Background: an optimization exercise with open tools, aiming at small area. Do not read the settings as production practice. RTL that was checked went through simulation tests only; none was proved equivalent to the original. Power and IR drop assume default switching activity.

==> flow/design.v <==
`timescale 1ns / 1ps
`default_nettype none
module lepton_channel (
	input  wire        clk,
	input  wire        reset,
	input  wire        fpixel,
	input  wire [1:0]  telemetry,
	output wire        ncs,
	output wire        sclk,
	input  wire        miso,
	output reg         n_locked,
	output wire        vsync,
	output wire        hsync,
	output wire        pvalid,
	output wire [23:0] pixel,
	output wire        tsync,
	output wire        tvalid,
	output wire [15:0] tdata
	);
	reg  [1:0]  ph;
	reg  [10:0] cnt;           
	reg         sd;            
	reg         rf;            
	reg  [23:0] shift;
	reg  [5:0]  id6;           
	reg         discard;       
	reg         wrong_id;
	wire nedg = ph[1] & ph[0];
	wire pedg = !ph[1] & ph[0];
	wire at_delay = cnt[10] & cnt[8] & cnt[7] & cnt[6] & cnt[4] & cnt[3] & cnt[2];        
	wire at_bmax  = cnt[10] & cnt[8] & cnt[4] & cnt[3] & cnt[2] & cnt[1] & cnt[0] &
	                (!fpixel | (cnt[9] & cnt[7]));                                         
	wire wrap     = sd ? at_bmax : at_delay;
	wire hi0      = cnt[10:6] == 5'd0;
	wire c15      = hi0 & cnt[5:0] == 6'd15;
	wire c31      = hi0 & cnt[5:0] == 6'd31;
	wire c32      = hi0 & cnt[5:0] == 6'd32;
	wire id_strobe  = sd & nedg & c15;
	wire crc_strobe = sd & nedg & c31;
	wire sync     = sd & ph == 2'd0 & c32;
	wire sync_q   = sd & ph == 2'd1 & c32;
	wire valid_q  = !n_locked & ph == 2'd1 & cnt[2:0] == 3'd0 &
	                !(hi0 & cnt[5:3] != 3'd0 & cnt[5:3] <= 3'd4);
	wire p2valid  = valid_q & !cnt[3];
	reg  [1:0]  m3;
	wire p3valid  = valid_q & m3 == 2'd2;
	wire normal  = id6 != 6'd63;
	wire bad_id  = !(discard | normal);
	wire [5:0]  sh6 = shift[5:0];
	wire hi_nz  = |shift[11:6];
	wire normal_next  = !hi_nz & sh6 != 6'd63;
	wire discard_next = shift[11:8] == 4'hf;
	wire special_next = !shift[15] & shift[14:12] < 3'd5 & !hi_nz & sh6 == 6'd20;
	wire wrapc  = discard | id6 == ((telemetry == 2'b00) ? 6'd59 : 6'd60);
	wire wrong_next = normal_next &
	                  (n_locked ? sh6 != 6'd1 :
	                   wrapc    ? sh6 != 6'd0 :
	                              !(normal & sh6 == id6 + 6'd1));
	wire reset_int = !reset & sync & (bad_id | wrong_id);
	assign ncs  = !(sd | (at_delay & ph[1]));
	assign sclk = !sd | ph[1];
	always @(posedge clk) begin
		if (reset | (rf & ph == 2'd0)) begin
			ph  <= 2'd2;
			cnt <= 11'd0;
		end else begin
			ph <= ph + 2'd1;
			if (nedg) cnt <= wrap ? 11'd0 : cnt + 11'd1;
		end
		if (reset | rf) begin
			sd <= 1'b0;
			n_locked <= 1'b1;
		end else begin
			if (nedg & at_delay) sd <= 1'b1;
			if (crc_strobe) n_locked <= 1'b0;
		end
		if (reset) rf <= 1'b0;
		else       rf <= reset_int | (rf & ph != 2'd0);
		if (pedg) shift <= {shift[22:16], shift[15] & fpixel, shift[14:0], miso};
		if (id_strobe) begin
			id6 <= sh6 | {6{hi_nz}};
			discard <= discard_next;
			wrong_id <= wrong_next;
		end
	end
	wire fr = reset | n_locked;
	reg        last_seg;
	reg [11:0] seg_sync;
	reg        blank_q;
	reg        hs_toggle;
	wire [5:0] idn = id6;
	wire blank = (blank_q | seg_sync[3]) & !seg_sync[11];
	wire tel_f = telemetry == 2'b01;
	wire tel_h = telemetry == 2'b10;
	wire vdata = !discard & (tel_f ? (idn < 6'd57 | !seg_sync[2]) :
	                         tel_h ? (idn > 6'd3 | !seg_sync[11]) : 1'b1);
	wire tdat  = !vdata & !discard & !blank;
	wire hsync1 = sync_q & !blank & vdata & (!tel_h | idn > 6'd4 | !seg_sync[11]);
	assign pvalid = (fpixel ? p3valid : p2valid) & !blank & vdata;
	assign tvalid = tdat & p2valid;
	assign vsync  = sync_q & !blank & seg_sync[11] & (tel_h ? idn == 6'd4 : idn == 6'd0);
	assign hsync  = hsync1 & hs_toggle;
	assign tsync  = sync_q & tdat & (tel_f ? idn == 6'd57 & seg_sync[2] : idn == 6'd0 & seg_sync[11]);
	assign pixel  = shift;
	assign tdata  = shift[15:0];
	always @(posedge clk) begin
		if (sync) m3 <= 2'd0;
		else if (valid_q) m3 <= (m3 == 2'd2) ? 2'd0 : m3 + 2'd1;
		if (fr) begin
			last_seg  <= 1'b0;
			seg_sync  <= 6'd0;
			blank_q   <= 1'b1;
			hs_toggle <= 1'b0;
		end else begin
			if (id_strobe & special_next & shift[14:12] == 3'd1) last_seg <= 1'b1;
			else if (id_strobe & special_next & shift[14:12] != 3'd0) last_seg <= 1'b0;
			if (sync & !discard & idn == 6'd0) seg_sync <= {seg_sync[10:0], last_seg};
			if (seg_sync[11]) blank_q <= 1'b0;
			else if (seg_sync[3]) blank_q <= 1'b1;
			if (blank | vsync) hs_toggle <= 1'b0;
			else if (hsync1) hs_toggle <= !hs_toggle;
		end
	end
endmodule
`timescale 1ns / 1ps
`default_nettype none
module stereo_lepton_rx (
	input  wire        clk,
	input  wire        reset,         
	input  wire        fpixel,        
	input  wire [1:0]  telemetry,     
	output wire [1:0]  ncs,
	output wire [1:0]  sclk,
	input  wire [1:0]  miso,
	output wire [1:0]  n_locked,      
	output wire        vsync_a,
	output wire        hsync_a,
	output wire        pvalid_a,
	output wire [23:0] pixel_a,
	output wire        tsync_a,
	output wire        tvalid_a,
	output wire [15:0] tdata_a,
	output wire        vsync_b,
	output wire        hsync_b,
	output wire        pvalid_b,
	output wire [23:0] pixel_b,
	output wire        tsync_b,
	output wire        tvalid_b,
	output wire [15:0] tdata_b
	);
	lepton_channel CHA (
		.clk(clk), .reset(reset), .fpixel(fpixel), .telemetry(telemetry),
		.ncs(ncs[0]), .sclk(sclk[0]), .miso(miso[0]), .n_locked(n_locked[0]),
		.vsync(vsync_a), .hsync(hsync_a), .pvalid(pvalid_a), .pixel(pixel_a),
		.tsync(tsync_a), .tvalid(tvalid_a), .tdata(tdata_a)
	);
	lepton_channel CHB (
		.clk(clk), .reset(reset), .fpixel(fpixel), .telemetry(telemetry),
		.ncs(ncs[1]), .sclk(sclk[1]), .miso(miso[1]), .n_locked(n_locked[1]),
		.vsync(vsync_b), .hsync(hsync_b), .pvalid(pvalid_b), .pixel(pixel_b),
		.tsync(tsync_b), .tvalid(tvalid_b), .tdata(tdata_b)
	);
endmodule
clock: 10.0 ns
lec_check: 0
cap_margin: 20
core_margin: 2
core_utilization: 40
slew_margin: 20
run.sh (not shown) runs the stock make flow with config.mk's settings and CLKGATE_MAP_FILE= SYNTH_SCRIPT=/design/flow/synth_recipe.tcl, a recipe that flattens the netlist after the stock synthesis.
The baseline passed the timing, design-rule and antenna checks.
Edit:
--- a/flow/design.v
+++ b/flow/design.v
@@ -22,8 +22,7 @@
 	reg         sd;            
 	reg         rf;            
 	reg  [23:0] shift;
-	reg  [5:0]  id6;           
-	reg         discard;       
+	reg  [15:0] id;
 	reg         wrong_id;
 	wire nedg = ph[1] & ph[0];
 	wire pedg = !ph[1] & ph[0];
@@ -44,18 +43,18 @@
 	wire p2valid  = valid_q & !cnt[3];
 	reg  [1:0]  m3;
 	wire p3valid  = valid_q & m3 == 2'd2;
-	wire normal  = id6 != 6'd63;
-	wire bad_id  = !(discard | normal);
+	wire [11:0] idn = id[11:0];
+	wire discard = idn[11:8] == 4'hf;
+	wire normal  = idn < 12'd63;
+	wire special = !id[15] & id[14:12] < 3'd5 & idn == 12'd20;
+	wire bad_id  = !(discard | normal | special);
 	wire [5:0]  sh6 = shift[5:0];
-	wire hi_nz  = |shift[11:6];
-	wire normal_next  = !hi_nz & sh6 != 6'd63;
-	wire discard_next = shift[11:8] == 4'hf;
-	wire special_next = !shift[15] & shift[14:12] < 3'd5 & !hi_nz & sh6 == 6'd20;
-	wire wrapc  = discard | id6 == ((telemetry == 2'b00) ? 6'd59 : 6'd60);
+	wire normal_next = shift[11:0] < 12'd63;
+	wire wrapc  = discard | idn == ((telemetry == 2'b00) ? 12'd59 : 12'd60);
 	wire wrong_next = normal_next &
 	                  (n_locked ? sh6 != 6'd1 :
 	                   wrapc    ? sh6 != 6'd0 :
-	                              !(normal & sh6 == id6 + 6'd1));
+	                              !(normal & sh6 == idn[5:0] + 6'd1));
 	wire reset_int = !reset & sync & (bad_id | wrong_id);
 	assign ncs  = !(sd | (at_delay & ph[1]));
 	assign sclk = !sd | ph[1];
@@ -78,8 +77,7 @@
 		else       rf <= reset_int | (rf & ph != 2'd0);
 		if (pedg) shift <= {shift[22:16], shift[15] & fpixel, shift[14:0], miso};
 		if (id_strobe) begin
-			id6 <= sh6 | {6{hi_nz}};
-			discard <= discard_next;
+			id <= shift[15:0];
 			wrong_id <= wrong_next;
 		end
 	end
@@ -88,19 +86,18 @@
 	reg [11:0] seg_sync;
 	reg        blank_q;
 	reg        hs_toggle;
-	wire [5:0] idn = id6;
 	wire blank = (blank_q | seg_sync[3]) & !seg_sync[11];
 	wire tel_f = telemetry == 2'b01;
 	wire tel_h = telemetry == 2'b10;
-	wire vdata = !discard & (tel_f ? (idn < 6'd57 | !seg_sync[2]) :
-	                         tel_h ? (idn > 6'd3 | !seg_sync[11]) : 1'b1);
+	wire vdata = !discard & (tel_f ? (idn < 12'd57 | !seg_sync[2]) :
+	                         tel_h ? (idn > 12'd3 | !seg_sync[11]) : 1'b1);
 	wire tdat  = !vdata & !discard & !blank;
-	wire hsync1 = sync_q & !blank & vdata & (!tel_h | idn > 6'd4 | !seg_sync[11]);
+	wire hsync1 = sync_q & !blank & vdata & (!tel_h | idn > 12'd4 | !seg_sync[11]);
 	assign pvalid = (fpixel ? p3valid : p2valid) & !blank & vdata;
 	assign tvalid = tdat & p2valid;
-	assign vsync  = sync_q & !blank & seg_sync[11] & (tel_h ? idn == 6'd4 : idn == 6'd0);
+	assign vsync  = sync_q & !blank & seg_sync[11] & (tel_h ? idn == 12'd4 : idn == 12'd0);
 	assign hsync  = hsync1 & hs_toggle;
-	assign tsync  = sync_q & tdat & (tel_f ? idn == 6'd57 & seg_sync[2] : idn == 6'd0 & seg_sync[11]);
+	assign tsync  = sync_q & tdat & (tel_f ? idn == 12'd57 & seg_sync[2] : idn == 12'd0 & seg_sync[11]);
 	assign pixel  = shift;
 	assign tdata  = shift[15:0];
 	always @(posedge clk) begin
@@ -108,13 +105,13 @@
 		else if (valid_q) m3 <= (m3 == 2'd2) ? 2'd0 : m3 + 2'd1;
 		if (fr) begin
 			last_seg  <= 1'b0;
-			seg_sync  <= 6'd0;
+			seg_sync  <= 12'd0;
 			blank_q   <= 1'b1;
 			hs_toggle <= 1'b0;
 		end else begin
-			if (id_strobe & special_next & shift[14:12] == 3'd1) last_seg <= 1'b1;
-			else if (id_strobe & special_next & shift[14:12] != 3'd0) last_seg <= 1'b0;
-			if (sync & !discard & idn == 6'd0) seg_sync <= {seg_sync[10:0], last_seg};
+			if (sync_q & special & id[14:12] == 3'd1) last_seg <= 1'b1;
+			else if (sync_q & special & id[14:12] != 3'd0) last_seg <= 1'b0;
+			if (sync & !discard & idn == 12'd0) seg_sync <= {seg_sync[10:0], last_seg};
 			if (seg_sync[11]) blank_q <= 1'b0;
 			else if (seg_sync[3]) blank_q <= 1'b1;
 			if (blank | vsync) hs_toggle <= 1'b0;
Result: The changed run ran to the end with no violations. Global-route usage drops by 0.33 points. Total power climbs by about 7%. Flip-flop and latch count climbs by 18. Critical path depth drops by 1. Final area climbs by about 8%. Die area climbs by about 9%. Worst hold slack is about the same. Area after synthesis climbs by about 9%. Via count climbs by about 6.4%.
Only the layout flow was run in the first run of this note; the RTL was not checked for function there.

==> separate check: timing with driven ports <==
No port has a modelled driver above. Below, the same layouts with a new extraction and two added sets of constraints.
Step 1 (the two cells are an assumption about what drives the block):
set clk [get_ports {clk}]
set_driving_cell -lib_cell sky130_fd_sc_hd__clkbuf_16 $clk
set_driving_cell -lib_cell sky130_fd_sc_hd__buf_2 [delete_from_list [all_inputs] $clk]
Step 2 moves the port delays by t, midway between the first and last clock arrival at a register: inputs arrive t later, outputs are due t later. That takes back most of the time a late clock gives input paths.
Slacks: ideal ports / drivers / drivers and shift; pairs: ideal ports / drivers.
run | shift t [ns] | setup slack, ns | worst data-port slew with drivers (ns)
the first run | 0.456 | 3.586 / 3.540 / 3.540 | 0.05
the second run | 0.465 | 3.636 / 3.611 / 3.612 | 0.03
After both steps every run listed still meets setup and hold. For the first run, which loses most, drivers alone change the setup slack by -0.046 ns; drivers and shift together by -0.046 ns.
